This is an optimization exercise on Yosys and OpenROAD, whose aim is small area and a short achievable clock period, not a production implementation.
Function was checked by simulation only, so behaviour that the tests miss may differ from the original.

## Top
module Top(
	input clk,
	input reset,
	input signed [31:0] n,
	output reg signed [31:0] c
);
clock: 76.0 ns
lec_check: 0
abc_area: 1
cap_margin: 20
core_margin: 2
core_utilization: 40
cts_buf_list: sky130_fd_sc_hd__clkbuf_8
slew_margin: 20
standard.sh (not shown) runs the stock make flow with config.mk's settings and CLKGATE_MAP_FILE= SYNTH_SCRIPT=/design/flow/synth_recipe.tcl, a recipe that flattens the netlist after the stock synthesis.
==> flow/flow/run.sh <==
#!/bin/bash
# Standard ORFS layout, except that synthesis maps the logic with an
# area-oriented ABC script and without Yosys's full-adder extraction, and
# the port buffers are the smallest buffer cell.
set -euo pipefail
W=$(pwd)
rm -rf "$W/scripts_area"
cp -r "$FLOW_HOME/scripts" "$W/scripts_area"
cp "$W/flow/abc_area.script" "$W/scripts_area/abc_area.script"
SCRIPTS_DIR="$W/scripts_area" ADDER_MAP_FILE= bash standard.sh synth > "$W/synth.log" 2>&1
export BUFFER_PORTS_ARGS="-buffer_cell sky130_fd_sc_hd__buf_1"
SETUP_SLACK_MARGIN=30 bash standard.sh > "$W/layout.log" 2>&1
==> flow/flow/abc_area.script <==
strash
dc2
dch -f
amap -x
topo
stime -c
Rerun with:
--- a/flow/flow/run.sh
+++ b/flow/flow/run.sh
@@ -10,3 +10,3 @@
 SCRIPTS_DIR="$W/scripts_area" ADDER_MAP_FILE= bash standard.sh synth > "$W/synth.log" 2>&1
 export BUFFER_PORTS_ARGS="-buffer_cell sky130_fd_sc_hd__buf_1"
-SETUP_SLACK_MARGIN=30 bash standard.sh > "$W/layout.log" 2>&1
+bash standard.sh > "$W/layout.log" 2>&1
Settings changed: CORE_UTILIZATION 40 to 60, PLACE_DENSITY set to 0.85.
Worst setup slack is worse by 5100 ps.
Hold slack is about the same.
Cell count decreases by a few percent.
Area after synthesis does not change.
Rerun with:
--- a/flow/flow/run.sh
+++ b/flow/flow/run.sh
@@ -10,3 +10,3 @@
 SCRIPTS_DIR="$W/scripts_area" ADDER_MAP_FILE= bash standard.sh synth > "$W/synth.log" 2>&1
 export BUFFER_PORTS_ARGS="-buffer_cell sky130_fd_sc_hd__buf_1"
-bash standard.sh > "$W/layout.log" 2>&1
+SETUP_SLACK_MARGIN=29 bash standard.sh > "$W/layout.log" 2>&1
Settings changed: CORE_UTILIZATION 60 to 40, PLACE_DENSITY 0.85 to not set.
=>
- clock-buffer cell count is unchanged
- routed wire length came out higher by 0.66%
- maximum frequency came out higher by 10%
- global-route usage fell by 8.5 points
- worst setup slack gains 4400 ps
- final area rose by 9.7%
- die area came out higher by 48%
- area after synthesis stays the same
- worst hold slack hardly moves
- first-iteration DRC count drops by 26%
- critical path depth falls by 10
Rerun with:
--- a/flow/flow/run.sh
+++ b/flow/flow/run.sh
@@ -10,3 +10,3 @@
 SCRIPTS_DIR="$W/scripts_area" ADDER_MAP_FILE= bash standard.sh synth > "$W/synth.log" 2>&1
 export BUFFER_PORTS_ARGS="-buffer_cell sky130_fd_sc_hd__buf_1"
-SETUP_SLACK_MARGIN=29 bash standard.sh > "$W/layout.log" 2>&1
+bash standard.sh > "$W/layout.log" 2>&1
First-iteration DRC count came out higher by about 40%.
Cell area came out lower by 8.0%.
Hold slack stays flat.


Another version of the RTL of Top (not shown whole).
For scale: roughly 730 cells after synthesis, about 39 flip-flops, roughly 4000 um2 of cells after synthesis.
export LEC_CHECK = 0
export ABC_AREA = 1
export CAP_MARGIN = 20
export CORE_MARGIN = 2
export CORE_UTILIZATION = 40
export CTS_BUF_LIST = sky130_fd_sc_hd__clkbuf_4
export CTS_CLUSTER_DIAMETER = 20
export CTS_CLUSTER_SIZE = 4
export SLEW_MARGIN = 20
create_clock -name core_clock -period 76.0 [get_ports {clk}]
==> flow/flow/run.sh <==
#!/bin/bash
# Standard ORFS layout, except that synthesis maps the logic with an
# area-oriented ABC script and without Yosys's full-adder extraction, and
# the port buffers are the smallest buffer cell.
set -euo pipefail
W=$(pwd)
rm -rf "$W/scripts_area"
cp -r "$FLOW_HOME/scripts" "$W/scripts_area"
cp "$W/flow/abc_area.script" "$W/scripts_area/abc_area.script"
SCRIPTS_DIR="$W/scripts_area" ADDER_MAP_FILE= bash standard.sh synth > "$W/synth.log" 2>&1
export BUFFER_PORTS_ARGS="-buffer_cell sky130_fd_sc_hd__buf_1"
bash standard.sh > "$W/layout.log" 2>&1
Scripts as last shown in full above: flow/flow/abc_area.script
==> next run, changes <==
--- a/flow/flow/run.sh
+++ b/flow/flow/run.sh
@@ -11,2 +11,2 @@
 export BUFFER_PORTS_ARGS="-buffer_cell sky130_fd_sc_hd__buf_1"
-bash standard.sh > "$W/layout.log" 2>&1
+SETUP_SLACK_MARGIN=29 SETUP_MOVE_SEQUENCE=sizeup bash standard.sh > "$W/layout.log" 2>&1
Settings changed: CTS_BUF_LIST sky130_fd_sc_hd__clkbuf_4 to sky130_fd_sc_hd__clkbuf_8, CTS_CLUSTER_DIAMETER 20 to default, CTS_CLUSTER_SIZE 4 to default.
Effect: Die area is unchanged. Setup slack improved by 5.3 ns. Synthesized cell count stays the same. Utilization rises by 11 points. Final cell count stays the same. Routed wire length grows by 19%. Synthesized area does not change. Count of clock-buffer cells in the layout climbs by 1. Hold slack gets worse by 0.0064 ns.
==> next run, changes <==
--- a/flow/flow/run.sh
+++ b/flow/flow/run.sh
@@ -11,2 +11,2 @@
 export BUFFER_PORTS_ARGS="-buffer_cell sky130_fd_sc_hd__buf_1"
-SETUP_SLACK_MARGIN=29 SETUP_MOVE_SEQUENCE=sizeup bash standard.sh > "$W/layout.log" 2>&1
+bash standard.sh > "$W/layout.log" 2>&1
Settings changed: CTS_BUF_LIST sky130_fd_sc_hd__clkbuf_8 to sky130_fd_sc_hd__clkbuf_4, CTS_CLUSTER_DIAMETER from default to 30, CTS_CLUSTER_SIZE from default to 6.
The changed run produced a clean layout.
Cell count does not change.
Final area goes down by about a fifth.
Global-route usage goes down by 0.40 points.
Non-clock buffer count does not change.
Routed wire length goes down by about a fifth.
==> next run, changes <==
Settings changed: CTS_BUF_LIST sky130_fd_sc_hd__clkbuf_4 to sky130_fd_sc_hd__clkbuf_2 sky130_fd_sc_hd__clkbuf_4, CTS_CLUSTER_DIAMETER 30 to 25, CTS_CLUSTER_SIZE 6 to 5.
After rerunning: Die area is unchanged; hold slack stays the same; wire length stays the same.
==> next run, changes <==
Settings changed: CTS_BUF_LIST sky130_fd_sc_hd__clkbuf_2 sky130_fd_sc_hd__clkbuf_4 to sky130_fd_sc_hd__clkbuf_8, CTS_CLUSTER_DIAMETER 25 to default, CTS_CLUSTER_SIZE 5 to default.
The changed run passed the timing, DRC and antenna checks.
Setup slack loses 0.10 ns.
Routed wire length is about the same.
Cell area went up by 0.91%.

port drivers added, routing unchanged:
The results above use ideal ports. As a check the final layouts listed here were re-extracted and re-timed, cells and wires unchanged.
Step 1 assumes that a clkbuf_16 drives the clock port and a buf_2 every other input.
Step 2, shift: input delay + t, output delay - t, t = (earliest + latest rising clock arrival at the registers) / 2. This alone moves slack from input paths to output paths.
Slacks: ideal / step 1 / step 2; pairs: ideal / step 1.
run | t (ns) | setup WS [ns] | worst setup path after step 2 | clock arrival spread, ns
the first run of note 1 | 0.306 | 33.305 / 33.312 / 33.006 | input to register | 0.003 / 0.004
the second run of note 1 | 0.306 | 28.188 / 28.187 / 27.881 | input to register | 0.014 / 0.014
the third run of note 1 | 0.303 | 32.630 / 32.635 / 32.331 | input to register | 0.003 / 0.003
the fourth run of note 1 | 0.307 | 29.270 / 29.276 / 28.969 | input to register | 0.004 / 0.004
the first run of note 2 | 0.371 | 26.250 / 26.255 / 25.884 | input to register | 0.006 / 0.006
the second run of note 2 | 0.309 | 31.564 / 31.569 / 31.260 | input to register | 0.003 / 0.004
the third run of note 2 | 0.371 | 26.250 / 26.255 / 25.884 | input to register | 0.006 / 0.006
the fourth run of note 2 | 0.371 | 26.250 / 26.255 / 25.884 | input to register | 0.006 / 0.006
the fifth run of note 2 | 0.308 | 26.148 / 26.155 / 25.847 | input to register | 0.004 / 0.003
After both steps setup and hold are still met in every run listed.
